Source: an optimization exercise on an open RTL-to-GDS flow (aim: small area, a short achievable clock period and few clock cycles per item). Production flows keep margins and buffers that such runs may drop. Where RTL was checked, it was by simulation tests only, not by an equivalence proof against the original. Only the layout flow was run in runs 5 and 6; the RTL was not checked for function there.

### design/flow/config.mk
export PLATFORM = sky130hd
export DESIGN_NAME = AES
export DESIGN_NICKNAME = AES
export VERILOG_FILES = /design/flow/design.v
export SDC_FILE = /design/flow/constraint.sdc
export NUM_CORES = 4
export LEC_CHECK = 0
export CAP_MARGIN = 20
export CORE_MARGIN = 2
export CORE_UTILIZATION = 40
export CTS_BUF_LIST = sky130_fd_sc_hd__clkbuf_4
export SETUP_SLACK_MARGIN = 2.9
export SLEW_MARGIN = 20
export SYNTH_HIERARCHICAL = 1
export SYNTH_MINIMUM_KEEP_SIZE = 0
export TNS_END_PERCENT = 20
### design/flow/constraint.sdc
create_clock -name core_clock -period 5.0 [get_ports {clk}]
set_input_delay 1.0000 -clock core_clock [delete_from_list [all_inputs] [get_ports {clk}]]
set_output_delay 1.0000 -clock core_clock [all_outputs]
set_load 0.01 [all_outputs]
### design/flow/design.v
module g_a22oi(input A1, A2, B1, B2, output Y);
    assign Y = (~A1&~B1) | (~A1&~B2) | (~A2&~B1) | (~A2&~B2);
endmodule
module g_clkinv(input A, output Y);
    assign Y = (~A);
endmodule
module g_nand2(input A, B, output Y);
    assign Y = (~A) | (~B);
endmodule
module g_nand2b(input A_N, B, output Y);
    assign Y = (A_N) | (~B);
endmodule
module g_nor2(input A, B, output Y);
    assign Y = (~A&~B);
endmodule
module g_o21ai(input A1, A2, B1, output Y);
    assign Y = (~A1&~A2) | (~B1);
endmodule
module g_o22a(input A1, A2, B1, B2, output X);
    assign X = (A1&B1) | (A2&B1) | (A1&B2) | (A2&B2);
endmodule
module g_o22ai(input A1, A2, B1, B2, output Y);
    assign Y = (~B1&~B2) | (~A1&~A2);
endmodule
module g_xor2(input A, B, output X);
    assign X = A ^ B;
endmodule
module NibbleSub(
    input [3:0] a,
    output [3:0] b
    );
    wire _00_, _01_, _02_, _03_, _04_, _05_, _06_, _07_, _08_, _09_, _10_, _11_, _12_, _13_;
    g_clkinv u0(.A(a[3]), .Y(_13_));
    g_nor2 u1(.A(_13_), .B(a[1]), .Y(_00_));
    g_clkinv u2(.A(_00_), .Y(_01_));
    g_clkinv u3(.A(a[0]), .Y(_02_));
    g_nand2 u4(.A(_02_), .B(a[2]), .Y(_03_));
    g_nand2 u5(.A(_13_), .B(a[1]), .Y(_04_));
    g_nor2 u6(.A(_02_), .B(_04_), .Y(_05_));
    g_nand2 u7(.A(_01_), .B(_03_), .Y(_06_));
    g_o22ai u8(.A1(_01_), .A2(_03_), .B1(_05_), .B2(_06_), .Y(b[2]));
    g_nand2b u9(.A_N(a[2]), .B(a[0]), .Y(_07_));
    g_o21ai u10(.A1(a[0]), .A2(_00_), .B1(_07_), .Y(_08_));
    g_a22oi u11(.A1(_04_), .A2(_08_), .B1(a[2]), .B2(_05_), .Y(b[0]));
    g_nand2 u12(.A(_04_), .B(_07_), .Y(_09_));
    g_o22ai u13(.A1(a[3]), .A2(a[2]), .B1(_02_), .B2(a[1]), .Y(_10_));
    g_o22a u14(.A1(a[3]), .A2(_07_), .B1(_09_), .B2(_10_), .X(b[3]));
    g_nand2 u15(.A(a[3]), .B(a[2]), .Y(_11_));
    g_nand2 u16(.A(_06_), .B(_11_), .Y(_12_));
    g_o21ai u17(.A1(_06_), .A2(_09_), .B1(_12_), .Y(b[1]));
endmodule
module key_generation(
    input  [15:0] k,
    input  [3:0]  r,
    output [15:0] p
    );
    wire [3:0] p4, p5, p6, p7, q23;
    g_xor2 x0[3:0] (.A(k[15:12]), .B(r),       .X(p4));
    g_xor2 x1[3:0] (.A(p4),       .B(k[11:8]), .X(p5));
    g_xor2 x2[3:0] (.A(p5),       .B(k[7:4]),  .X(p6));
    g_xor2 x3[3:0] (.A(k[7:4]),   .B(k[3:0]),  .X(q23));
    g_xor2 x4[3:0] (.A(p5),       .B(q23),     .X(p7));
    assign p = {p4, p5, p6, p7};
endmodule
module AES_datapath(
    input         load, busy, last,
    input  [15:0] s, t, p,
    input  [3:0]  sk,
    input  [15:0] data_input, input_vector, key,
    output [15:0] s_d, k_d
    );
    function [3:0] x2(input [3:0] a);
        x2 = {a[2:0], 1'b0} ^ {2'b00, a[3], a[3]};
    endfunction
    wire [3:0] u01 = x2(t[15:12] ^ t[11:8]) & {4{~last}};
    wire [3:0] u23 = x2(t[7:4] ^ t[3:0]) & {4{~last}};
    wire [15:0] m = t ^ {u01, u01, u23, u23};
    wire [15:0] kn = p ^ {4{sk}};
    wire        run = load | busy;
    assign k_d = (load ? key : kn) & {16{run}};
    wire [15:0] x = load ? (data_input ^ input_vector) : (busy ? m : s);
    assign s_d = x ^ k_d;
endmodule
module AES(
    input clk,nrst,load,
    input [15:0] data_input,input_vector,key,
    input  [3:0] round_number,
    output [15:0] data_output,
    output finish
    );
    reg [15:0] s, k;
    reg [3:0]  r;
    reg        last, busy, fin;
    wire [3:0] t0, t1, t2, t3;
    NibbleSub ns0(.a(s[15:12]), .b(t0));
    NibbleSub ns1(.a(s[3:0]),   .b(t1));
    NibbleSub ns2(.a(s[7:4]),   .b(t2));
    NibbleSub ns3(.a(s[11:8]),  .b(t3));
    wire [3:0] sk;
    NibbleSub ns4(.a(k[3:0]), .b(sk));
    wire [15:0] p;
    key_generation kp(.k(k), .r(r), .p(p));
    wire [15:0] s_d, k_d;
    AES_datapath dp(.load(load), .busy(busy), .last(last), .s(s), .t({t0, t1, t2, t3}), .sk(sk), .p(p),
                    .data_input(data_input), .input_vector(input_vector), .key(key),
                    .s_d(s_d), .k_d(k_d));
    wire [3:0]  r_d = load ? 4'd1 : r + 4'd1;
    always @(posedge clk) begin
        s    <= s_d;
        k    <= k_d;
        r    <= r_d;
        last <= (r_d == round_number);
    end
    always @(posedge clk or negedge nrst) begin
        if (!nrst) begin
            busy <= 1'b0;
            fin  <= 1'b0;
        end else if (load) begin
            busy <= 1'b1;
            fin  <= 1'b0;
        end else if (busy & last) begin
            busy <= 1'b0;
            fin  <= 1'b1;
        end
    end
    assign data_output = s;
    assign finish = fin;
endmodule
### design/flow/flow/run.sh
#!/bin/bash
# The standard layout (the standard.sh, standard synthesis included), with the
# ports buffered by plain buffers instead of the delay buffers buffer_ports picks.
set -euo pipefail
export BUFFER_PORTS_ARGS="-buffer_cell sky130_fd_sc_hd__buf_1"
bash standard.sh > standard.log 2>&1
### design/flow/standard.sh
#!/bin/bash
# synth_recipe.tcl (not shown) runs the flow's synth.tcl, then flattens the netlist and writes it again
# the make line also repeats each setting of config.mk as NAME=value (left out here)
make -C /OpenROAD-flow-scripts/flow DESIGN_CONFIG=/design/flow/config.mk WORK_HOME=/design/flow/orfs CLKGATE_MAP_FILE= SYNTH_SCRIPT=/design/flow/synth_recipe.tcl "${@:-finish}"
==> results of run 1 <==
## timing repair
| item | 4_1_cts | 5_1_grt |
|---|---|---|
| setup endpoints to repair | 33 | 16 |
| resized for setup | 3 | 12 |
| gates cloned | 1 | 0 |
| hold buffers | 0 | 0 |
## modules after synthesis, one instance, submodules excluded, excerpt
module	cell area, um2	flip-flops and latches	cells inside
AES	957	39	63
AES_datapath	1200	0	173
g_a22oi	12.5	0	1
g_clkinv	3.75	0	1
g_nand2	3.75	0	1
g_nand2b	6.26	0	1
g_nor2	3.75	0	1
g_o21ai	5.00	0	1
g_o22a	8.76	0	1
g_o22ai	6.26	0	1
g_xor2	8.76	0	1
## registers in the layout, indices dropped and copies added, names as in the netlist
signal	cells
s	16
fin	1
last	1
busy	1
r	4
k	16
## worst max-delay path: cells and delay by family
kind	cells	cell delay, ns
AND/OR/NAND/NOR	1	0.50
AO/OA/AOI/OAI	1	0.33
XOR/XNOR	1	0.15
buffers and inverters	1	0.33
## metrics by stage
| stage | std cells | util |
|---|---|---|
| 4_1_cts | 491 | 0.463 |
| 3_3_place_gp | 482 | 0.451 |
| 5_1_grt | 491 | 0.467 |
| 2_1_floorplan | 346 | - |
| 3_5_place_dp | 482 | 0.451 |
| 6_report | 491 | 0.467 |
## cell usage in the layout (no fill, tap or decap), drive strengths merged
cell    count
nand3       1
and2b       2
o22ai      14
clkinv      1
a22oi       5
nand2      67
dfxtp      37
nor3b       4
ha          1
dfrtp       2
mux2        1
a21o        1
xor2       39
a21oi       1
nor2       18
a31oi       1
and3        1
o221ai     12
o21ai      32
nor4b       1
nor2b       3
or2b        1
nand2b      7
o22a        5
buf        70
clkbuf      8
xnor2      55
inv        16
o311ai      4
or2         1
## logic make-up (layout without fill, tap and decap cells)
| family | count (synthesis) | count (layout) | synth area share |
|---|---|---|---|
| adder cells (fa/ha/maj) | 1 | 1 | 0.00449 |
| flip-flops | 39 | 39 | 0.284 |
| buffers and inverters | 31 | 95 | 0.0606 |
| multiplexers | 1 | 1 | 0.00538 |
| AO/OA/AOI/OAI | 75 | 75 | 0.184 |
| XOR/XNOR | 94 | 94 | 0.295 |
| AND/OR/NAND/NOR | 105 | 106 | 0.167 |
## per-layer routing
metal  vias to the layer above  GRT usage  wire length [um]
met1                      1112      0.268              3420
met5                         -          0                 0
met4                         0     0.0378                62
li1                       1289          -                 -
met3                         6     0.0284               297
met2                        59      0.280              3050
## area by class of cell
| type | instances | area (um2) |
|---|---|---|
| clock buffers | 7 | 52.6 |
| clock inverters | 1 | 5.00 |
| fillers | 727 | 3600 |
| inverters | 16 | 60.1 |
| multi-input cells | 277 | 1870 |
| flip-flops and latches | 39 | 801 |
| well taps | 80 | 100 |
| repair buffers | 71 | 270 |
## worst paths after layout
| path | start | to | slack (ns) | depth (start not counted) |
|---|---|---|---|---|
| worst max-delay path | load | s[3] | 2.95 | 4 |
| worst min register to register | fin | fin | 0.50 | 2 |
| min in group core_clock | fin | fin | 0.50 | 2 |
| max in group asynchronous | nrst | busy | 4.46 | 1 |
| worst min-delay path | nrst | fin | 0.42 | 1 |
| worst max register to register | s[15] | s[12] | 2.99 | 9 |
==> metrics.cfg, run 1 <==
[outcome]
status = no timing/DRC/antenna violations

[clock_network]
cts_made_buffers = 5
clock_latency_ns = 0.34
clock-root-buffer = clkbuf_4
clk_pin_slew_ns = 0.11
cts.htree.levels = 2
clock_path_buffers = 2
cts_setup_buffers = 0
cts_sinks = 39
cts_tree = yes

[place]
hpwl_um = 5230
dp_slack_ns = 1.99
postPlaceCellArea_um2 = 3050
io_buffer_count = 71
place_congestion = 0.775

[sta]
finalWorstSetupSlack_ns = 2.95
max_freq_mhz = 487
finalSetupViolations = 0
rsz0062_at_grt = true
holdWs_ns = 0.419
min_period_over_period = 0.411
slew_headroom = 0.560
timing.setup.tns_ns = 0
hold_viol = 0
drv_slew = 0
clock_skew_ns = 0.0111
period_minus_slack_ns = 2.05
worstMarginPinSlew_ns = 0.660

[layout]
final_nets = 466
drive_gt1_frac = 0.0803
post-route-cell-area_um2 = 3160
syn2layout_area_growth_pct = 13.2
diodes = 0

[yosys]
synth_area_um2 = 2790
synth.top_cells.by_area = dfxtp_1 27%, xnor2_1 17%, xor2_1 12%, nand2_1 9.0%, o21ai_1 4.7%
synth_common_cells = 67 x nand2_1, 55 x xnor2_1, 39 x xor2_1, 37 x dfxtp_1, 26 x o21ai_1
ys_warn_count = 8
synth-seq-cells = 39
ys.flop_type = dfxtp_1
ys_seq_area_frac = 0.284
postSynthCellCount = 346
synth_fp_nets = 402
yosysTopAreaCellShare = 0.266
async_reset_ff_frac = 0.0513
yosysTopAreaCell = dfxtp_1
yosysMostFrequentCell = nand2_1
synth_edf_count = 0
syn_avg_cell_area_um2 = 8.06
ys_types = 35

[global_route]
antenna_found_initial = 0
grt_util_all_layers = 0.182
grt_pass1_wl_um = 11000
grt_pass1_vias = 2254
grt_max_degree = 49
grt.overflow.total = 0

[die]
start_util = 0.413
dieArea_um2 = 7650
core-area_um2 = 6760
die_h_um = 87.5
die_w_um = 87.5
core.rowCount = 30
pin_count = 72

[setup_path]
path_cells = clkbuf_4, or2_2, o221ai_1, xnor2_1
required_ns = 5.27
start_kind = input port
critPathMaxFanout = 48
cp.arrival_ns = 2.32
slowest_delay_ns = 0.50
worst_setup_path_end_kind = flop
critPathKind = in2reg
crit_slowest_cell = or2_2

[detailed_routing]
vias = 2466
drtAntennaViolNets = 0
viasPerCell = 5.02
avgRoutedWirePerCell_um = 13.9
wl_um = 6820
initialDrtViolationCount = 137
drtPass1Iterations = 5
drc = 0

[worst_hold_path]
min_path_type = in2async

[flow_run]
max-cap-violations = 0

Testbench counts, summed over its fixed seeds: cycles 1,935, items 192.
==> inputs of run 2 (changes only) <==
--- a/design/flow/config.mk
+++ b/design/flow/config.mk
@@ -6,11 +6,10 @@
 export NUM_CORES = 4
 export LEC_CHECK = 0
-export CAP_MARGIN = 20
+export CAP_MARGIN = 0
 export CORE_MARGIN = 2
 export CORE_UTILIZATION = 40
 export CTS_BUF_LIST = sky130_fd_sc_hd__clkbuf_4
 export SETUP_SLACK_MARGIN = 2.9
-export SLEW_MARGIN = 20
+export SLEW_MARGIN = 0
 export SYNTH_HIERARCHICAL = 1
 export SYNTH_MINIMUM_KEEP_SIZE = 0
-export TNS_END_PERCENT = 20
==> metrics.cfg, run 2 <==
[outcome]
status = no timing/DRC/antenna violations

[global_route]
grt_max_degree = 49
grt_pass1_vias = 2254
grt_util_all_layers = 0.182
grt.overflow.total = 0
antenna_found_initial = 0
grt_pass1_wl_um = 11000

[layout]
diodes = 0
reg_top3 = k (16), s (16), r (4)
drive_gt1_frac = 0.0852
final_cell_mix = 70 x buf_1, 67 x nand2_1, 55 x xnor2_1
syn2layout_area_growth_pct = 13.5
final_common_cell = buf_1
fillCellCount = 729
final_nets = 466

[place]
io_buffer_count = 71
place_congestion = 0.775
hpwl_um = 5230
dp_slack_ns = 1.99

[sta]
finalWorstSetupSlack_ns = 3.00
slew_headroom = 0.560
max_freq_mhz = 500
timing.setup.tns_ns = 0
clock_skew_ns = 0.0106
hold_viol = 0
period_minus_slack_ns = 2.00
drv_slew = 0
worstMarginPinSlew_ns = 0.660
min_period_over_period = 0.400
rsz0062_at_grt = true
finalSetupViolations = 0

[setup_path]
crit_slowest_cell = dfxtp_2
slowest_delay_ns = 0.41
path_buf_inv = 1
required_ns = 5.28
path_cells = inv_1, nand2_1, nand2_1, o22a_1, xor2_2, and2b_2, xor2_1, o221ai_1, xnor2_1
worst_setup_path_end_kind = flop
crit_start = s[15]
critical-path-top-delay-family = compound AO/OA/AOI/OAI gates
start_kind = flop
critPathMaxFanout = 6
cp.arrival_ns = 2.28
r2r-start = s[15]
crit_top_cell = nand2_1
critPathKind = reg2reg

[detailed_routing]
drc = 0
drtAntennaViolNets = 0
wl_um = 6790
viasPerCell = 5.08
avgRoutedWirePerCell_um = 13.8
initialDrtViolationCount = 132
drtPass1Iterations = 5
vias = 2492

[yosys]
ys_warn_count = 8
yosysTopAreaCellShare = 0.266
synth_edf_count = 0
ys_types = 35
async_reset_ff_frac = 0.0513
ys.flop_type = dfxtp_1
synth_common_cells = 67 x nand2_1, 55 x xnor2_1, 39 x xor2_1, 37 x dfxtp_1, 26 x o21ai_1
synth_area_um2 = 2790
synth.top_cells.by_area = dfxtp_1 27%, xnor2_1 17%, xor2_1 12%, nand2_1 9.0%, o21ai_1 4.7%
postSynthCellCount = 346
yosysMostFrequentCell = nand2_1
syn_avg_cell_area_um2 = 8.06
ys_seq_area_frac = 0.284
synth_fp_nets = 402
synth-seq-cells = 39
yosysTopAreaCell = dfxtp_1

[clock_network]
cts_hold_buf = 0
clock_path_buffers = 2
cts_sinks = 39
clock-root-buffer = clkbuf_4
clock_latency_ns = 0.34
cts_tree = yes
clk_pin_slew_ns = 0.11
cts_made_buffers = 5
cts.htree.levels = 2

[die]
core.rowCount = 30
core-area_um2 = 6760
start_util = 0.413
die_w_um = 87.5
pin_count = 72
dieArea_um2 = 7650
die_h_um = 87.5

[worst_hold_path]
min_path_type = in2async

[flow_run]
max-cap-violations = 0

[run 2: logic make-up after synthesis]
kind of cell | count (synthesis) | share of synthesized area
and+or+nand+nor | 105 | 0.167
xor gates and xnor gates | 94 | 0.295
AOI/OAI and AO/OA | 75 | 0.184
DFF | 39 | 0.284
buffers and inverters | 31 | 0.0606
muxes | 1 | 0.00538
adders and majority gates | 1 | 0.00449
[run 2: final timing paths]
| path | cells after the start | to | slack, ns |
|---|---|---|---|
| setup / recovery | 9 | s[12] | 3.00 |
| hold / removal | 1 | fin | 0.42 |
| setup reg to reg | 9 | s[12] | 3.00 |
| hold reg to reg | 2 | fin | 0.50 |
| max in group asynchronous | 1 | busy | 4.46 |
| min in group core_clock | 2 | fin | 0.50 |
[run 2: repair_timing]
item	in CTS	in global routing
setup buffers	0	0
resized for setup	3	15
setup endpoints to repair	33	16
gates cloned	1	0
[run 2: final cells by class]
type	count	area (um2)	area share
Multi-Input combinational cell	277	1870	0.592
Timing Repair Buffer	71	270	0.0854
Tap cell	80	100	0.0316
Clock buffer	7	52.6	0.0166
Sequential cell	39	802	0.253
Clock inverter	1	5.00	0.00158
Inverter	16	60.1	0.0190
[run 2: per-module statistics from Yosys (local to each module, per instance), excerpt]
module,cell area (um2),flops+latches,times used
AES,957,39,1
AES_datapath,1200,0,1
g_a22oi,12.5,0,5
g_clkinv,3.75,0,15
g_nand2,3.75,0,30
g_nand2b,6.26,0,5
g_nor2,3.75,0,10
g_o21ai,5.00,0,10
g_o22a,8.76,0,5
g_o22ai,6.26,0,10
g_xor2,8.76,0,20
[run 2: per-layer routing]
layer,wire [um],GRT usage,up-vias,part of all wire
met1,3340,0.268,1123,0.49
met2,3060,0.280,72,0.45
met5,0,0,-,0
li1,-,-,1291,-
met4,62,0.0378,0,0.0091
met3,328,0.0284,6,0.048
[run 2: per-stage QoR]
stage / hold WS [ns] / util / area (um2) / cells
floorplan: 0.470 / - / 2790 / 346
global placement: 0.482 / 0.451 / 3050 / 482
detailed placement: 0.484 / 0.451 / 3050 / 482
CTS: 0.411 / 0.463 / 3130 / 491
global route: 0.400 / 0.468 / 3160 / 491
finish: 0.420 / 0.468 / 3160 / 491
==> inputs of run 3 (changes only) <==
--- a/design/flow/config.mk
+++ b/design/flow/config.mk
@@ -6,10 +6,10 @@
 export NUM_CORES = 4
 export LEC_CHECK = 0
-export CAP_MARGIN = 0
+export CAP_MARGIN = 20
 export CORE_MARGIN = 2
 export CORE_UTILIZATION = 40
 export CTS_BUF_LIST = sky130_fd_sc_hd__clkbuf_4
 export SETUP_SLACK_MARGIN = 2.9
-export SLEW_MARGIN = 0
+export SLEW_MARGIN = 20
 export SYNTH_HIERARCHICAL = 1
 export SYNTH_MINIMUM_KEEP_SIZE = 0
==> metrics.cfg, run 3 <==
[outcome]
status = no timing/DRC/antenna violations

[yosys]
synth_fp_nets = 402
synth-seq-cells = 39
synth.top_cells.by_area = dfxtp_1 27%, xnor2_1 17%, xor2_1 12%, nand2_1 9.0%, o21ai_1 4.7%
yosysTopAreaCellShare = 0.266
ys_types = 35
ys_warn_count = 8
yosysMostFrequentCell = nand2_1
synth_area_um2 = 2790
ys_seq_area_frac = 0.284
ys.flop_type = dfxtp_1
syn_avg_cell_area_um2 = 8.06
synth_edf_count = 0
yosysTopAreaCell = dfxtp_1
async_reset_ff_frac = 0.0513
synth_common_cells = 67 x nand2_1, 55 x xnor2_1, 39 x xor2_1, 37 x dfxtp_1, 26 x o21ai_1
postSynthCellCount = 346

[worst_hold_path]
min_path_type = in2async

[clock_network]
cts_hold_buf = 0
cts_sinks = 39
cts_tree = yes
clock_latency_ns = 0.34
cts_setup_buffers = 0
cts_made_buffers = 5
clock-root-buffer = clkbuf_4
cts.htree.levels = 2
clock_path_buffers = 2
clk_pin_slew_ns = 0.11

[setup_path]
r2r-start = s[15]
cp.depth = 9
path_buf_inv = 1
start_kind = flop
slowest_delay_ns = 0.41
crit_top_cell = nand2_1
crit_start = s[15]
worst_setup_path_end_kind = flop
reg2regPathDepth = 9
r2r_setup_slack_ns = 3.00
critPathMaxFanout = 6
critical-path-top-delay-family = compound AO/OA/AOI/OAI gates
cp.arrival_ns = 2.28
crit_slowest_cell = dfxtp_2
r2r_end = s[12]
required_ns = 5.28
critPathKind = reg2reg
path_cells = inv_1, nand2_1, nand2_1, o22a_1, xor2_2, and2b_2, xor2_1, o221ai_1, xnor2_1

[sta]
period_minus_slack_ns = 2.00
drv_slew = 0
min_period_over_period = 0.400
slew_headroom = 0.560
timing.setup.tns_ns = 0
rsz0062_at_grt = true
finalSetupViolations = 0
worstMarginPinSlew_ns = 0.660
hold_viol = 0
max_freq_mhz = 500
clock_skew_ns = 0.0106

[detailed_routing]
avgRoutedWirePerCell_um = 13.8
viasPerCell = 5.08
initialDrtViolationCount = 132
drc = 0
drtPass1Iterations = 5
drtAntennaViolNets = 0
vias = 2492
wl_um = 6790

[flow_run]
max-cap-violations = 0

[layout]
drive_gt1_frac = 0.0852
post-route-cell-area_um2 = 3160
final_nets = 466
final_common_cell = buf_1
final_cell_mix = 70 x buf_1, 67 x nand2_1, 55 x xnor2_1
reg_top3 = k (16), s (16), r (4)
diodes = 0
syn2layout_area_growth_pct = 13.5
final_util = 0.468

[die]
dieArea_um2 = 7650
die_h_um = 87.5
pin_count = 72
core-area_um2 = 6760
die_w_um = 87.5
start_util = 0.413
core.rowCount = 30

[place]
postPlaceCellArea_um2 = 3050
place_congestion = 0.775
io_buffer_count = 71
hpwl_um = 5230

[global_route]
grt_util_all_layers = 0.182
grt_pass1_wl_um = 11000
grt.overflow.total = 0
antenna_found_initial = 0
grt_max_degree = 49
grt_pass1_vias = 2254

-- run 3: per-layer routing --
metal	routed length, um	track usage
met1	3340	0.268
met3	328	0.0284
met2	3060	0.280
met5	0	0
met4	62	0.0378
-- run 3: what timing repair did --
item | in CTS | in global routing
endpoints found under the setup margin | 33 | 16
gates cloned | 1 | 0
gates resized for setup | 3 | 15
-- run 3: how the worst max path moves through the flow --
stage,end
finish,s[12]
global route,s[12]
CTS,s[12]
detailed placement,s[5]
global placement,s[5]
floorplan,s[10]
-- run 3: worst reg2reg max path: stages (launching register included) --
cell and delay [ns]:
dfxtp_2 0.41, inv_1 0.07, nand2_1 0.11, nand2_1 0.08, o22a_1 0.27, xor2_2 0.21, and2b_2 0.23, xor2_1 0.15
o221ai_1 0.27, xnor2_1 0.15
-- run 3: cell families after synthesis --
family / synth area share
mux: 0.00538
compound gates: 0.184
xor+xnor: 0.295
simple gates: 0.167
buf+inv: 0.0606
fa+ha+maj: 0.00449
flops: 0.284
-- run 3: area by class of cell --
class / instances / area (um2)
clock buffers: 7 / 52.6
well taps: 80 / 100
inverters: 16 / 60.1
clock inverters: 1 / 5.00
fillers: 729 / 3590
flip-flops and latches: 39 / 802
repair buffers: 71 / 270
multi-input cells: 277 / 1870
-- run 3: per-stage QoR --
| stage | setup WS (ns) | instances | hold slack (ns) |
|---|---|---|---|
| after detailed placement | 1.99 | 482 | 0.484 |
| after floorplan | 3.05 | 346 | 0.470 |
| after CTS | 2.92 | 491 | 0.411 |
| final | 3.00 | 491 | 0.420 |
| after global placement | 2.05 | 482 | 0.482 |
| after global routing | 2.86 | 491 | 0.400 |
-- run 3: modules after synthesis, one instance, submodules excluded, excerpt --
module	flops+latches	area, um2	times used
g_nand2	0	3.75	30
g_o22a	0	8.76	5
g_xor2	0	8.76	20
AES	39	957	1
g_a22oi	0	12.5	5
g_clkinv	0	3.75	15
g_nor2	0	3.75	10
g_o22ai	0	6.26	10
g_nand2b	0	6.26	5
g_o21ai	0	5.00	10
==> inputs of run 4 (changes only) <==
--- a/design/flow/config.mk
+++ b/design/flow/config.mk
@@ -10,5 +10,5 @@
 export CORE_UTILIZATION = 40
 export CTS_BUF_LIST = sky130_fd_sc_hd__clkbuf_4
-export SETUP_SLACK_MARGIN = 2.9
+export SETUP_SLACK_MARGIN = 2.95
 export SLEW_MARGIN = 20
 export SYNTH_HIERARCHICAL = 1
==> metrics.cfg, run 4 <==
[outcome]
status = no timing/DRC/antenna violations

[sta]
hold_viol = 0
rsz0062_at_grt = true
min_period_over_period = 0.398
slew_headroom = 0.669
clock_skew_ns = 0.00860
max_freq_mhz = 502
period_minus_slack_ns = 1.99
timing.setup.tns_ns = 0
drv_slew = 0
finalSetupViolations = 0
worstMarginPinSlew_ns = 0.493

[yosys]
yosysTopAreaCellShare = 0.266
synth_fp_nets = 402
ys_warn_count = 8
ys_seq_area_frac = 0.284
syn_avg_cell_area_um2 = 8.06
synth.top_cells.by_area = dfxtp_1 27%, xnor2_1 17%, xor2_1 12%, nand2_1 9.0%, o21ai_1 4.7%
synth_edf_count = 0
synth_area_um2 = 2790
synth_common_cells = 67 x nand2_1, 55 x xnor2_1, 39 x xor2_1, 37 x dfxtp_1, 26 x o21ai_1
yosysMostFrequentCell = nand2_1
synth-seq-cells = 39
postSynthCellCount = 346
ys_types = 35
async_reset_ff_frac = 0.0513
ys.flop_type = dfxtp_1
yosysTopAreaCell = dfxtp_1

[layout]
final_cell_mix = 70 x buf_1, 67 x nand2_1, 54 x xnor2_1
reg_top3 = k (16), s (16), r (4)
drive_gt1_frac = 0.109
final_common_cell = buf_1
diodes = 0
syn2layout_area_growth_pct = 16.0
final_util = 0.479
final_nets = 466

[global_route]
grt_pass1_vias = 2254
grt_util_all_layers = 0.182
grt.overflow.total = 0
grt_max_degree = 49
grt_pass1_wl_um = 11000
antenna_found_initial = 0

[setup_path]
r2r_setup_slack_ns = 3.01
slowest_delay_ns = 0.41
critPathKind = reg2reg
r2r_end = s[12]
path_buf_inv = 1
start_kind = flop
r2r-start = s[3]
required_ns = 5.24
worst_setup_path_end_kind = flop
critPathMaxFanout = 6
critical-path-top-delay-family = XOR/XNOR gates
crit_slowest_cell = dfxtp_4
cp.arrival_ns = 2.23
crit_top_cell = nand2_1
path_cells = inv_1, nand2_1, nand2_1, o22a_1, xor2_2, and2b_2, xor2_1, o221ai_2, xnor2_1
reg2regPathDepth = 9

[detailed_routing]
vias = 2482
drtAntennaViolNets = 0
drc = 0
initialDrtViolationCount = 133
avgRoutedWirePerCell_um = 14.1
viasPerCell = 5.05
wl_um = 6940
drtPass1Iterations = 6

[clock_network]
cts_made_buffers = 5
clock-root-buffer = clkbuf_4
cts.htree.levels = 2
cts_tree = yes
clk_pin_slew_ns = 0.11
cts_hold_buf = 0
clock_latency_ns = 0.34
clock_path_buffers = 2
cts_sinks = 39

[worst_hold_path]
min_path_type = in2async

[die]
core-area_um2 = 6760
core.rowCount = 30
pin_count = 72
dieArea_um2 = 7650
die_w_um = 87.5
die_h_um = 87.5
start_util = 0.413

[flow_run]
max-cap-violations = 0

[place]
hpwl_um = 5230
io_buffer_count = 71
place_congestion = 0.775

run 4: what timing repair did:
item	4_1_cts	5_1_grt
pin swaps	0	3
setup endpoints to repair	33	20
cloned	1	0
setup buffers	0	0
resized for setup	5	30
run 4: stage by stage:
stage,area (um2),setup WS (ns),hold WS [ns],cells
2_1_floorplan,2790,3.05,0.470,346
3_3_place_gp,3050,2.05,0.482,482
3_5_place_dp,3050,1.99,0.484,482
4_1_cts,3130,2.96,0.411,491
5_1_grt,3230,2.89,0.400,491
6_report,3230,3.01,0.417,491
run 4: worst register-to-register path, stage by stage (launching register included):
cell and delay, ns:
dfxtp_4 0.41, inv_1 0.06, nand2_1 0.11, nand2_1 0.09, o22a_1 0.27, xor2_2 0.25
and2b_2 0.21, xor2_1 0.21, o221ai_2 0.15, xnor2_1 0.14
run 4: kinds of logic (layout without fill, tap and decap cells):
kind of cell    Yosys count  count (layout)  synth area share
compound gates           75              75             0.184
xor+xnor                 94              94             0.295
fa+ha+maj                 1               1           0.00449
buf+inv                  31              95            0.0606
flops                    39              39             0.284
mux                       1               1           0.00538
simple gates            105             106             0.167
run 4: worst max path at each step:
stage,from,endpoint,cells past startpoint
finish,s[3],s[12],9
global route,s[0],s[15],9
CTS,s[7],s[2],11
detailed placement,load,s[5],6
global placement,load,s[5],6
floorplan,load,s[10],5
run 4: final cells by class:
type | count | area (um2)
clock buffer | 7 | 52.6
clock inverter | 1 | 5.00
fill | 719 | 3520
inverter | 16 | 60.1
multi-input combinational | 277 | 1920
sequential | 39 | 820
tap | 80 | 100
timing repair buffer | 71 | 274
run 4: modules after synthesis (local to each module, per instance), excerpt:
| module | flip-flops and latches | times used | area, um2 | cells inside |
|---|---|---|---|---|
| AES | 39 | 1 | 957 | 63 |
| g_a22oi | 0 | 5 | 12.5 | 1 |
| g_xor2 | 0 | 20 | 8.76 | 1 |
| g_o22a | 0 | 5 | 8.76 | 1 |
| g_o21ai | 0 | 10 | 5.00 | 1 |
| g_clkinv | 0 | 15 | 3.75 | 1 |
run 4: routing by layer:
| layer | track usage | wire length [um] | share of wire |
|---|---|---|---|
| met1 | 0.268 | 3410 | 0.49 |
| met2 | 0.280 | 3160 | 0.46 |
| met5 | 0 | 0 | 0 |
| met3 | 0.0284 | 300 | 0.043 |
| met4 | 0.0378 | 62 | 0.0089 |
==> inputs of run 5 (changes only) <==
--- a/design/flow/design.v
+++ b/design/flow/design.v
@@ -105,5 +105,5 @@
                     .data_input(data_input), .input_vector(input_vector), .key(key),
                     .s_d(s_d), .k_d(k_d));
-    wire [3:0]  r_d = load ? 4'd1 : r + 4'd1;
+    wire [3:0]  r_d = busy ? r + 4'd1 : 4'd1;
     always @(posedge clk) begin
         s    <= s_d;
--- a/design/flow/config.mk
+++ b/design/flow/config.mk
@@ -10,5 +10,5 @@
 export CORE_UTILIZATION = 40
 export CTS_BUF_LIST = sky130_fd_sc_hd__clkbuf_4
-export SETUP_SLACK_MARGIN = 2.95
+export SETUP_SLACK_MARGIN = 2.9
 export SLEW_MARGIN = 20
 export SYNTH_HIERARCHICAL = 1
==> metrics.cfg, run 5 <==
[global_route]
antenna_found_initial = 0
grt_util_all_layers = 0.189
grt_pass1_wl_um = 11300
grt_max_degree = 42
grt.overflow.total = 0
grt_pass1_vias = 2340

[yosys]
synth_fp_nets = 400
postSynthCellCount = 344
yosysTopAreaCellShare = 0.264
ys.flop_type = dfxtp_1
ys_warn_count = 8
ys_types = 35
synth_edf_count = 0
syn_avg_cell_area_um2 = 8.16
async_reset_ff_frac = 0.0513
synth_area_um2 = 2810
synth-seq-cells = 39
ys_seq_area_frac = 0.282
synth.top_cells.by_area = dfxtp_1 26%, xnor2_1 16%, xor2_1 13%, nand2_1 9.2%, o21ai_1 4.6%
yosysTopAreaCell = dfxtp_1
synth_common_cells = 69 x nand2_1, 52 x xnor2_1, 41 x xor2_1, 37 x dfxtp_1, 26 x o21ai_1
yosysMostFrequentCell = nand2_1

[clock_network]
cts_sinks = 39
cts.htree.levels = 2
cts_made_buffers = 5
clock-root-buffer = clkbuf_4
clock_latency_ns = 0.34
cts_tree = yes
cts_hold_buf = 0
clk_pin_slew_ns = 0.12
clock_path_buffers = 2

[setup_path]
worst_setup_path_end_kind = flop
slowest_delay_ns = 0.44
cp.arrival_ns = 2.27
required_ns = 5.23
critPathKind = reg2reg
critPathMaxFanout = 5
path_buf_inv = 1
path_cells = inv_1, nand2_1, nand2_1, o22ai_1, xnor2_1, nor2_1, xor2_1, o221ai_1, xnor2_1
crit_slowest_cell = dfxtp_1
start_kind = flop
critical-path-top-delay-family = XOR/XNOR gates

[sta]
timing.setup.tns_ns = 0
drv_slew = 0
worstMarginPinSlew_ns = 0.656
period_minus_slack_ns = 2.04
max_freq_mhz = 489
hold_viol = 0
min_period_over_period = 0.409
slew_headroom = 0.563
rsz0062_at_grt = true
clock_skew_ns = 0.0108
finalSetupViolations = 0

[flow_run]
max-cap-violations = 0

[die]
die_w_um = 87.8
core.rowCount = 30
dieArea_um2 = 7700
start_util = 0.413
core-area_um2 = 6790
die_h_um = 87.8
pin_count = 72

[layout]
fillCellCount = 679
final_util = 0.476
multiInputGateArea_um2 = 1890
reg_top3 = k (16), s (16), r (4)
final_nets = 466
diodes = 0
final_cells = 507
post-route-cell-area_um2 = 3230
final_common_cell = buf_1
syn2layout_area_growth_pct = 15.2
regArea_um2 = 801
final_cell_mix = 71 x buf_1, 69 x nand2_1, 51 x xnor2_1
drive_gt1_frac = 0.0876

[detailed_routing]
vias = 2528
viasPerCell = 4.99
drtPass1Iterations = 4
avgRoutedWirePerCell_um = 13.9
drtAntennaViolNets = 0
initialDrtViolationCount = 148
wl_um = 7040
drc = 0

[place]
hpwl_um = 5250
place_congestion = 0.818
placed_cells = 498
io_buffer_count = 71
postPlaceCellArea_um2 = 3100

[outcome]
status = no timing/DRC/antenna violations

[worst_hold_path]
min_path_type = in2async

-- run 5: cell count changes after synthesis, moves of 2 or more --
cell and delta:
nand2_1 +2, xor2_1 +2, nor2b_1 -3, and2_1 +2
nor2_1 -3, xnor2_1 -3
-- run 5: per-stage QoR --
stage	hold WS, ns	setup slack, ns
finish	0.429	2.96
global route	0.402	2.85
CTS	0.415	2.92
detailed placement	0.496	2.25
global placement	0.482	2.30
floorplan	0.457	3.05
-- run 5: area by class of cell --
class,count,share of cell area
clock buffers,5,0.0116
clock inverters,3,0.0120
inverters,17,0.0197
multi-input cells,275,0.586
flip-flops and latches,39,0.248
well taps,96,0.0372
repair buffers,72,0.0859
-- run 5: Yosys stat by module (local to each module, per instance), a selection --
module,cells,area [um2],flip-flops and latches
AES,61,976,39
AES_datapath,173,1200,0
g_a22oi,1,12.5,0
g_clkinv,1,3.75,0
g_nand2,1,3.75,0
g_nand2b,1,6.26,0
g_nor2,1,3.75,0
g_o21ai,1,5.00,0
g_o22a,1,8.76,0
g_o22ai,1,6.26,0
g_xor2,1,8.76,0
-- run 5: repair_timing --
action	4_1_cts	5_1_grt
setup buffers	0	0
gates resized for setup	1	14
cloned	1	0
setup endpoints to repair	32	17
-- run 5: cells by family (layout without fill, tap and decap cells) --
group,Yosys count,in the layout,synth area share
buffers and inverters,31,97,0.0597
adder cells (fa/ha/maj),1,1,0.00446
AND/OR/NAND/NOR,103,104,0.165
flip-flops,39,39,0.282
multiplexers,1,1,0.00802
AO/OA/AOI/OAI,75,75,0.185
XOR/XNOR,94,94,0.296
-- run 5: worst reg2reg max path, stage by stage (launching register included) --
cell and delay, ns:
dfxtp_1 0.44, inv_1 0.11, nand2_1 0.10, nand2_1 0.09, o22ai_1 0.31, xnor2_1 0.11, nor2_1 0.19, xor2_1 0.25
o221ai_1 0.20, xnor2_1 0.15
-- run 5: per-layer routing --
| metal | track usage | up-vias | wire length, um | share of wire |
|---|---|---|---|---|
| met1 | 0.265 | 1174 | 3520 | 0.50 |
| li1 | - | 1293 | - | - |
| met3 | 0.0339 | 2 | 303 | 0.043 |
| met4 | 0.0420 | 0 | 31 | 0.0044 |
| met2 | 0.304 | 59 | 3190 | 0.45 |
| met5 | 0 | - | 0 | 0 |
-- run 5: final timing paths --
path / start / end / slack, ns / cells past startpoint
max reg2reg: s[12] / s[15] / 2.96 / 9
max: s[12] / s[15] / 2.96 / 9
min in group core_clock: fin / fin / 0.51 / 2
min: nrst / busy / 0.43 / 1
min reg2reg: fin / fin / 0.51 / 2
max in group asynchronous: nrst / fin / 4.44 / 1
==> inputs of run 6 (changes only) <==
--- a/design/flow/design.v
+++ b/design/flow/design.v
@@ -77,8 +77,6 @@
     wire [15:0] m = t ^ {u01, u01, u23, u23};
     wire [15:0] kn = p ^ {4{sk}};
-    wire        run = load | busy;
-    assign k_d = (load ? key : kn) & {16{run}};
-    wire [15:0] x = load ? (data_input ^ input_vector) : (busy ? m : s);
-    assign s_d = x ^ k_d;
+    assign k_d = busy ? kn : key;
+    assign s_d = busy ? (m ^ kn) : (load ? (data_input ^ input_vector ^ key) : s);
 endmodule
 module AES(
--- a/design/flow/config.mk
+++ b/design/flow/config.mk
@@ -10,5 +10,5 @@
 export CORE_UTILIZATION = 40
 export CTS_BUF_LIST = sky130_fd_sc_hd__clkbuf_4
-export SETUP_SLACK_MARGIN = 2.9
+export SETUP_SLACK_MARGIN = 3.1
 export SLEW_MARGIN = 20
 export SYNTH_HIERARCHICAL = 1
==> metrics.cfg, run 6 <==
[outcome]
status = no timing/DRC/antenna violations

[yosys]
synth.top_cells.by_area = dfxtp_1 25%, xnor2_1 23%, xor2_1 7.3%, a211oi_1 5.0%, a21oi_1 4.8%
synth_edf_count = 0
ys_types = 33
ys_warn_count = 8
yosysTopAreaCellShare = 0.247
syn_avg_cell_area_um2 = 8.27
synth_common_cells = 80 x xnor2_1, 37 x dfxtp_1, 33 x nor2_1, 32 x nand2_1, 29 x a21oi_1
synth_fp_nets = 418
postSynthCellCount = 362
yosysMostFrequentCell = xnor2_1
synth-seq-cells = 39
ys_seq_area_frac = 0.264
synth_area_um2 = 2990
yosysTopAreaCell = dfxtp_1
ys.flop_type = dfxtp_1
async_reset_ff_frac = 0.0513

[place]
dp_slack_ns = 2.86
hpwl_um = 5600
io_buffer_count = 71
place_congestion = 0.781

[global_route]
grt_util_all_layers = 0.179
grt.overflow.total = 0
grt_pass1_vias = 2449
gr-max-usage-layer = met2
use_met2 = 0.294
use_met1 = 0.246
grt_pass1_wl_um = 11800
antenna_found_initial = 0
grtUsageMet3 = 0.0242
grt_max_degree = 40

[layout]
diodes = 0
drive_gt1_frac = 0.262
final_common_cell = xnor2_1
reg_top3 = k (16), s (16), r (4)
final_nets = 502
syn2layout_area_growth_pct = 31.8
final_util = 0.544
final_cell_mix = 70 x xnor2_1, 54 x buf_1, 30 x nor2_1
multiInputGateArea_um2 = 2330
fillCellCount = 698
regArea_um2 = 877

[sta]
worstMarginPinSlew_ns = 0.416
min_period_over_period = 0.376
rsz0062_at_grt = true
hold_viol = 0
drv_slew = 0
clock_skew_ns = 0.00885
max_freq_mhz = 532
slew_headroom = 0.723
finalSetupViolations = 0
finalWorstSetupSlack_ns = 3.12
timing.setup.tns_ns = 0
period_minus_slack_ns = 1.88

[detailed_routing]
drtAntennaViolNets = 0
initialDrtViolationCount = 99
drtPass1Iterations = 4
vias = 2657
viasPerCell = 4.87
avgRoutedWirePerCell_um = 13.6
drc = 0
wl_um = 7430

[clock_network]
clock_latency_ns = 0.35
clock_path_buffers = 2
cts_made_buffers = 5
cts_sinks = 39
cts_tree = yes
clock-root-buffer = clkbuf_4
cts.htree.levels = 2
clk_pin_slew_ns = 0.11

[die]
dieArea_um2 = 8190
pin_count = 72
core-area_um2 = 7250
die_h_um = 90.5
core.rowCount = 31
die_w_um = 90.5
start_util = 0.413

[flow_run]
max-cap-violations = 0

[setup_path]
crit_slowest_cell = dfrtp_1
critPathKind = reg2out
critical-path-top-delay-family = flip-flops
slowest_delay_ns = 0.40
worst_setup_path_end_kind = output port
required_ns = 4.00
path_cells = clkbuf_2
start_kind = flop
critPathMaxFanout = 2
cp.arrival_ns = 0.88
path_buf_inv = 1
r2r_setup_slack_ns = 3.16

[worst_hold_path]
min_path_type = in2async

[run 6: cell count changes after synthesis, moves of 6 or more]
cell      delta
a211oi_1    +20
a21oi_1     +28
buf_2        +6
nand2_1     -37
nor2_1      +18
nor2b_1     +12
o21ai_1     -16
o221ai_1    -12
xnor2_1     +28
xor2_1      -16
[run 6: per-stage QoR]
| stage | hold slack (ns) | cells | area (um2) |
|---|---|---|---|
| floorplan | 0.457 | 362 | 3000 |
| global placement | 0.475 | 521 | 3340 |
| detailed placement | 0.499 | 521 | 3340 |
| CTS | 0.401 | 533 | 3560 |
| global route | 0.388 | 546 | 3950 |
| finish | 0.408 | 546 | 3950 |
[run 6: what timing repair did]
item                                    in CTS  in global routing
hold buffers                                 0                  0
pin swaps                                    2                 16
endpoints found under the setup margin      27                 31
buffers inserted                             4                 13
resized for setup                           49                 66
[run 6: routing by layer]
metal / part of all wire / vias to the layer above
met1: 0.47 / 1222
met2: 0.48 / 49
met5: 0 / -
li1: - / 1378
met3: 0.035 / 8
met4: 0.012 / 0
[run 6: worst paths after layout]
check	from	end	depth (start not counted)
min in group core_clock	r[0]	r[0]	1
worst max register to register	k[3]	s[12]	9
max in group asynchronous	nrst	busy	1
worst max-delay path	fin	finish	1
worst min register to register	r[0]	r[0]	1
worst min-delay path	nrst	busy	1
[run 6: final cells by class]
| cell class | count | area share |
|---|---|---|
| Timing Repair Buffer | 90 | 0.125 |
| Clock inverter | 2 | 0.00190 |
| Clock buffer | 6 | 0.0114 |
| Sequential cell | 39 | 0.222 |
| Inverter | 19 | 0.0181 |
| Multi-Input combinational cell | 291 | 0.590 |
| Tap cell | 99 | 0.0314 |
[run 6: cells by family (layout without fill, tap and decap cells)]
family	after synthesis	count (layout)	share of synthesized area
xor gates and xnor gates	110	110	0.334
and+or+nand+nor	92	92	0.147
AOI/OAI and AO/OA	83	83	0.182
DFF	39	39	0.264
buffers and inverters	32	117	0.0481
muxes	5	5	0.0209
adders and majority gates	1	1	0.00418
[run 6: per-module statistics from Yosys (local to each module, per instance), a selection]
module	flops+latches	copies in the design	cells
AES_datapath	0	1	191
AES	39	1	61
g_a22oi	0	5	1
g_o22a	0	5	1
g_xor2	0	20	1
g_nand2b	0	5	1
g_o22ai	0	10	1
g_nand2	0	30	1
g_clkinv	0	15	1
g_nor2	0	10	1
==> inputs of run 7 (changes only) <==
--- a/design/flow/design.v
+++ b/design/flow/design.v
@@ -77,6 +77,8 @@
     wire [15:0] m = t ^ {u01, u01, u23, u23};
     wire [15:0] kn = p ^ {4{sk}};
-    assign k_d = busy ? kn : key;
-    assign s_d = busy ? (m ^ kn) : (load ? (data_input ^ input_vector ^ key) : s);
+    wire        run = load | busy;
+    assign k_d = (load ? key : kn) & {16{run}};
+    wire [15:0] x = load ? (data_input ^ input_vector) : (busy ? m : s);
+    assign s_d = x ^ k_d;
 endmodule
 module AES(
@@ -103,5 +105,5 @@
                     .data_input(data_input), .input_vector(input_vector), .key(key),
                     .s_d(s_d), .k_d(k_d));
-    wire [3:0]  r_d = busy ? r + 4'd1 : 4'd1;
+    wire [3:0]  r_d = load ? 4'd1 : r + 4'd1;
     always @(posedge clk) begin
         s    <= s_d;
==> design/flow/flow/run.sh (replaced) <==
#!/bin/bash
# The standard layout (the standard.sh, with the standard flow's synthesis script), except:
#  - ports are buffered by plain buffers instead of the delay buffers buffer_ports picks;
#  - ABC maps the logic with flow/abc.script instead of ORFS's abc_speed.script
#    (a copy of ORFS's scripts folder with only that file replaced).
set -euo pipefail
cp -r "$FLOW_HOME/scripts" scripts_abc
cp flow/abc.script scripts_abc/abc_speed.script
export SCRIPTS_DIR="$PWD/scripts_abc"
export BUFFER_PORTS_ARGS="-buffer_cell sky130_fd_sc_hd__buf_1"
bash standard.sh > standard.log 2>&1
==> design/flow/flow/abc.script (new file) <==
&get -n
&st
&dch
&nf
&st
&syn2
&if -g -K 6
&synch2
&nf
&st
&syn2
&if -g -K 6
&synch2
&nf
&st
&syn2
&if -g -K 6
&synch2
&nf
&st
&syn2
&if -g -K 6
&synch2
&nf
&st
&syn2
&if -g -K 6
&synch2
&nf
&put
topo
stime -c
dnsize -c
--- a/design/flow/config.mk
+++ b/design/flow/config.mk
@@ -10,5 +10,5 @@
 export CORE_UTILIZATION = 40
 export CTS_BUF_LIST = sky130_fd_sc_hd__clkbuf_4
-export SETUP_SLACK_MARGIN = 3.1
+export SETUP_SLACK_MARGIN = 2.9
 export SLEW_MARGIN = 20
 export SYNTH_HIERARCHICAL = 1
==> metrics.cfg, run 7 <==
[sta]
holdWs_ns = 0.415
drv_slew = 0
min_period_over_period = 0.404
finalSetupViolations = 0
rsz0062_at_grt = true
hold_viol = 0
slew_headroom = 0.562
finalWorstSetupSlack_ns = 2.98
clock_skew_ns = 0.00823
max_freq_mhz = 495
worstMarginPinSlew_ns = 0.657
timing.setup.tns_ns = 0
period_minus_slack_ns = 2.02

[detailed_routing]
viasPerCell = 5.09
drtAntennaViolNets = 0
drc = 0
drtPass1Iterations = 4
avgRoutedWirePerCell_um = 13.6
vias = 2500
wl_um = 6670
initialDrtViolationCount = 104

[die]
dieArea_um2 = 7260
pin_count = 72
die_h_um = 85.2
core-area_um2 = 6350
start_util = 0.415
core.rowCount = 29
die_w_um = 85.2

[flow_run]
max-cap-violations = 0

[setup_path]
required_ns = 5.24
r2r-start = s[12]
critPathMaxFanout = 5
crit_start = s[12]
critPathKind = reg2reg
worst_setup_path_end_kind = flop
cp.arrival_ns = 2.26
start_kind = flop

[worst_hold_path]
min_path_type = in2async

[place]
dp_slack_ns = 2.47
place_congestion = 0.808
hpwl_um = 5160
placed_cells = 480
io_buffer_count = 71

[yosys]
synth_fp_nets = 387
synth.top_cells.by_area = dfxtp_1 28%, xnor2_1 18%, xor2_1 13%, nand2_1 9.5%, o21ai_0 6.1%
postSynthCellCount = 331
async_reset_ff_frac = 0.0513
ys.flop_type = dfxtp_1
synth_common_cells = 67 x nand2_1, 55 x xnor2_1, 39 x xor2_1, 37 x dfxtp_1, 32 x o21ai_0
synth_edf_count = 0
syn_avg_cell_area_um2 = 7.96
yosysTopAreaCellShare = 0.281
synth_area_um2 = 2640
synth-seq-cells = 39
ys_seq_area_frac = 0.300
ys_types = 25
yosysTopAreaCell = dfxtp_1
ys_warn_count = 8
yosysMostFrequentCell = nand2_1

[layout]
final_cell_mix = 70 x buf_1, 67 x nand2_1, 53 x xnor2_1
drive_gt1_frac = 0.104
final_common_cell = buf_1
reg_top3 = k (16), s (16), r (4)
final_nets = 470
final_cells = 491
diodes = 0
syn2layout_area_growth_pct = 23.1

[clock_network]
clk_pin_slew_ns = 0.11
clock_latency_ns = 0.35
clock-root-buffer = clkbuf_4
cts_tree = yes
clock_path_buffers = 2
cts_sinks = 39
cts_made_buffers = 5
cts.htree.levels = 2

[global_route]
grt.overflow.total = 0
grt_util_all_layers = 0.186
grt_pass1_vias = 2316
grt_pass1_wl_um = 10800
grt_max_degree = 42
antenna_found_initial = 0

[outcome]
status = no timing/DRC/antenna violations

[run 7: cell count changes in the layout (fill, tap and decap cells not counted), sizes merged, moves of 5 or more]
cell / delta
xnor2: -29
mux2i: -5
xor2: +13
clkinv: +14
nand2: +35
inv: -19
nor2: -15
a211oi: -20
a21oi: -28
o21ai: +21
buf: -13
nor2b: -7
o221ai: +12
[run 7: modules after synthesis (local to each module, per instance), excerpt]
module	cells	copies in the design	flip-flops and latches	cell area, um2
AES_datapath	159	1	0	1090
AES	62	1	39	942
g_o22a	1	5	0	8.76
g_xor2	1	20	0	8.76
g_a22oi	1	5	0	7.51
g_nand2b	1	5	0	6.26
g_o22ai	1	10	0	6.26
g_o21ai	1	10	0	5.00
g_clkinv	1	15	0	3.75
g_nand2	1	30	0	3.75
g_nor2	1	10	0	3.75
[run 7: what timing repair did]
| action | in CTS | in global routing |
|---|---|---|
| setup endpoints to repair | 13 | 18 |
| pin swaps | 0 | 4 |
| hold buffers | 0 | 0 |
| resized for setup | 9 | 37 |
| endpoints found under the hold margin | 0 | 0 |
| setup buffers | 0 | 4 |
[run 7: logic make-up (layout without fill, tap and decap cells)]
kind of cell / Yosys count / count (layout) / share of synthesized area
AOI/OAI and AO/OA: 75 / 75 / 0.185
xor gates and xnor gates: 94 / 94 / 0.312
adders and majority gates: 1 / 1 / 0.00475
buffers and inverters: 16 / 99 / 0.0228
DFF: 39 / 39 / 0.300
muxes: 1 / 1 / 0.00427
and+or+nand+nor: 105 / 105 / 0.171
[run 7: worst paths after layout]
check | endpoint | slack, ns | cells past startpoint
hold / removal | fin | 0.42 | 1
setup reg to reg | s[12] | 2.98 | 8
hold reg to reg | fin | 0.53 | 2
setup / recovery | s[12] | 2.98 | 8
min in group core_clock | fin | 0.53 | 2
max in group asynchronous | busy | 4.47 | 1
[run 7: through the flow]
step                      utilization  instance area (um2)
final                           0.511                 3240
after detailed placement        0.474                 3010
after global routing            0.511                 3240
after CTS                       0.488                 3100
after floorplan                     -                 2640
after global placement          0.474                 3010
[run 7: cell type report]
class / count / area [um2]
inverters: 16 / 60.1
well taps: 77 / 96.3
repair buffers: 76 / 309
fillers: 640 / 3110
flip-flops and latches: 39 / 811
clock buffers: 6 / 45.0
multi-input cells: 276 / 1890
clock inverters: 1 / 30.0
[run 7: worst max-delay path: stages (launching register included)]
cell and delay (ns):
dfxtp_1 0.42, clkinv_1 0.14, o22ai_1 0.16, o22a_1 0.26
xor2_2 0.23, nor2b_4 0.20, xor2_1 0.16, o221ai_1 0.18
xnor2_1 0.16
[run 7: metal layers]
metal,global-route usage,part of all wire,vias to the layer above
li1,-,-,1306
met1,0.266,0.49,1132
met2,0.290,0.46,56
met3,0.0360,0.049,6
met4,0.0462,0.0093,0
met5,0,0,-
Testbench counts of run 7, summed over its fixed seeds: cycles 1,935, items 192.
==> inputs of run 8 (changes only) <==
--- a/design/flow/config.mk
+++ b/design/flow/config.mk
@@ -10,5 +10,5 @@
 export CORE_UTILIZATION = 40
 export CTS_BUF_LIST = sky130_fd_sc_hd__clkbuf_4
-export SETUP_SLACK_MARGIN = 2.9
+export SETUP_SLACK_MARGIN = 3.0
 export SLEW_MARGIN = 20
 export SYNTH_HIERARCHICAL = 1
==> metrics.cfg, run 8 <==
[setup_path]
crit_end = data_output[13]
reg2regPathDepth = 9
critPathMaxFanout = 5
r2r_setup_slack_ns = 3.03
required_ns = 4.00
start_kind = flop
crit_start = s[13]
cp.arrival_ns = 1.00
worst_setup_path_end_kind = output port
path_cells = buf_1
cp.depth = 1
r2r_end = s[0]
r2r-start = s[7]
critPathKind = reg2out
critical-path-top-delay-family = flip-flops
slowest_delay_ns = 0.46
path_buf_inv = 1
crit_slowest_cell = dfxtp_1

[detailed_routing]
viasPerCell = 5.12
avgRoutedWirePerCell_um = 14.1
wl_um = 7090
vias = 2574
initialDrtViolationCount = 96
drtAntennaViolNets = 0
drtPass1Iterations = 4
drc = 0

[yosys]
ys_warn_count = 8
synth_xor_area_frac = 0.312
synth-seq-cells = 39
syn_avg_cell_area_um2 = 7.96
ys_seq_area_frac = 0.300
yosys.area_share.simple = 0.171
synth_compound_area_frac = 0.185
synth_top_family_by_area = XOR/XNOR gates
synth.top_cells.by_area = dfxtp_1 28%, xnor2_1 18%, xor2_1 13%, nand2_1 9.5%, o21ai_0 6.1%
yosysTopAreaCell = dfxtp_1
synth_fp_nets = 387
synth_area_um2 = 2640
synth_common_cells = 67 x nand2_1, 55 x xnor2_1, 39 x xor2_1, 37 x dfxtp_1, 32 x o21ai_0
yosysTopAreaCellShare = 0.281
synth_adder_area_share = 0.00475
synth_edf_count = 0
postSynthCellCount = 331
synthMuxAreaShare = 0.00427
ys_types = 25
async_reset_ff_frac = 0.0513
yosysMostFrequentCell = nand2_1
ys.flop_type = dfxtp_1

[layout]
final_cell_mix = 69 x buf_1, 58 x nand2_1, 53 x xnor2_1
diodes = 0
drive_gt1_frac = 0.214
syn2layout_area_growth_pct = 32.0
final_common_cell = buf_1
reg_top3 = k (16), s (16), r (4)
final_nets = 482

[place]
place_congestion = 0.808
hpwl_um = 5160
dp_slack_ns = 2.47
io_buffer_count = 71

[global_route]
grt_pass1_wl_um = 10900
antenna_found_initial = 0
grt_util_all_layers = 0.188
grt_max_degree = 42
grt.overflow.total = 0
grt_pass1_vias = 2339

[outcome]
status = no timing/DRC/antenna violations

[clock_network]
cts_made_buffers = 5
clock_path_buffers = 2
clock-root-buffer = clkbuf_4
cts_hold_buf = 0
cts.htree.levels = 2
clock_latency_ns = 0.35
clk_pin_slew_ns = 0.11
cts_tree = yes
cts_sinks = 39

[sta]
worstMarginPinSlew_ns = 0.679
finalSetupViolations = 0
hold_viol = 0
drv_slew = 0
min_period_over_period = 0.399
rsz0062_at_grt = true
timing.setup.tns_ns = 0
period_minus_slack_ns = 2.00
clock_skew_ns = 0.00937
slew_headroom = 0.547
finalWorstSetupSlack_ns = 3.00
max_freq_mhz = 501

[worst_hold_path]
min_path_type = in2async

[die]
die_w_um = 85.2
pin_count = 72
die_h_um = 85.2
start_util = 0.415
dieArea_um2 = 7260
core.rowCount = 29
core-area_um2 = 6350

[flow_run]
max-cap-violations = 0

-- run 8: timing repair --
item / 4_1_cts / 5_1_grt
gates resized for setup: 30 / 66
setup buffers: 1 / 15
setup endpoints to repair: 23 / 26
pin swaps: 1 / 15
-- run 8: per-layer routing --
layer | vias to the layer above | track usage | share of wire
met5 | - | 0 | 0
met3 | 2 | 0.0360 | 0.044
met1 | 1184 | 0.263 | 0.48
li1 | 1326 | - | -
met4 | 0 | 0.0476 | 0.0030
met2 | 62 | 0.298 | 0.47
-- run 8: cell type report --
cell class	instances	area, um2
clock buffer	6	45.0
tap	77	96.3
clock inverter	1	30.0
inverter	16	60.1
timing repair buffer	88	419
fill	622	2870
sequential	39	835
multi-input combinational	276	1990
-- run 8: worst min path at each step --
stage | to | from | cells past startpoint | slack, ns
after detailed placement | r[0] | r[0] | 1 | 0.50
after floorplan | r[0] | r[0] | 1 | 0.45
after CTS | fin | nrst | 1 | 0.41
after global placement | r[0] | r[0] | 1 | 0.50
final | fin | nrst | 1 | 0.42
after global routing | fin | nrst | 1 | 0.39
-- run 8: per-module statistics from Yosys, one instance, submodules excluded, a selection --
module,copies in the design,cells inside
g_nand2b,5,1
g_o21ai,10,1
g_o22a,5,1
g_a22oi,5,1
g_nand2,30,1
g_clkinv,15,1
g_xor2,20,1
g_nor2,10,1
AES,1,62
g_o22ai,10,1
AES_datapath,1,159
-- run 8: stage by stage --
step | cell area, um2 | hold slack (ns) | instances | utilization
6_report | 3480 | 0.417 | 503 | 0.548
5_1_grt | 3480 | 0.386 | 503 | 0.548
4_1_cts | 3140 | 0.406 | 488 | 0.494
3_5_place_dp | 3010 | 0.504 | 480 | 0.474
3_3_place_gp | 3010 | 0.496 | 480 | 0.474
2_1_floorplan | 2640 | 0.452 | 331 | -
-- run 8: cell families (layout without fill, tap and decap cells) --
logic type | Yosys count | count (layout)
xor+xnor | 94 | 94
compound gates | 75 | 75
flops | 39 | 39
mux | 1 | 1
buf+inv | 16 | 111
simple gates | 105 | 105
fa+ha+maj | 1 | 1

-- afterwards: timing with drivers on the ports --
The results above use ideal ports. As a check the final layouts listed here were re-extracted and re-timed, cells and wires unchanged. Step 1, drivers: a clkbuf_16 drives clk and a buf_2 each remaining input, both assumed. Step 2 also shifts input and output timing later by t, the mid clock arrival at the registers, as if the neighbouring blocks saw the same clock. Three values: ideal ports, drivers, drivers and shift; two values: the first two.
| run | shift t [ns] | setup WS [ns] | worst hold slack (ns) | clock arrival spread, ns |
|---|---|---|---|---|
| run 1 | 0.361 | 2.946 / 2.951 / 2.589 | 0.419 / 0.416 / 0.504 | 0.011 / 0.011 |
| run 2 | 0.360 | 3.000 / 2.997 / 2.712 | 0.420 / 0.417 / 0.504 | 0.010 / 0.011 |
| run 3 | 0.360 | 3.000 / 2.997 / 2.712 | 0.420 / 0.417 / 0.504 | 0.010 / 0.011 |
| run 4 | 0.362 | 3.009 / 2.999 / 2.789 | 0.417 / 0.415 / 0.506 | 0.009 / 0.009 |
| run 5 | 0.361 | 2.957 / 2.957 / 2.699 | 0.429 / 0.424 / 0.512 | 0.010 / 0.011 |
| run 6 | 0.373 | 3.120 / 3.093 / 3.028 | 0.408 / 0.402 / 0.493 | 0.009 / 0.009 |
| run 7 | 0.368 | 2.978 / 2.978 / 2.654 | 0.415 / 0.415 / 0.528 | 0.008 / 0.008 |
| run 8 | 0.366 | 3.005 / 2.980 / 2.717 | 0.417 / 0.416 / 0.528 | 0.009 / 0.010 |
After both steps every run listed still meets setup and hold. For run 1, which loses most, drivers alone change the setup slack by +0.005 ns; drivers and shift together by -0.357 ns.
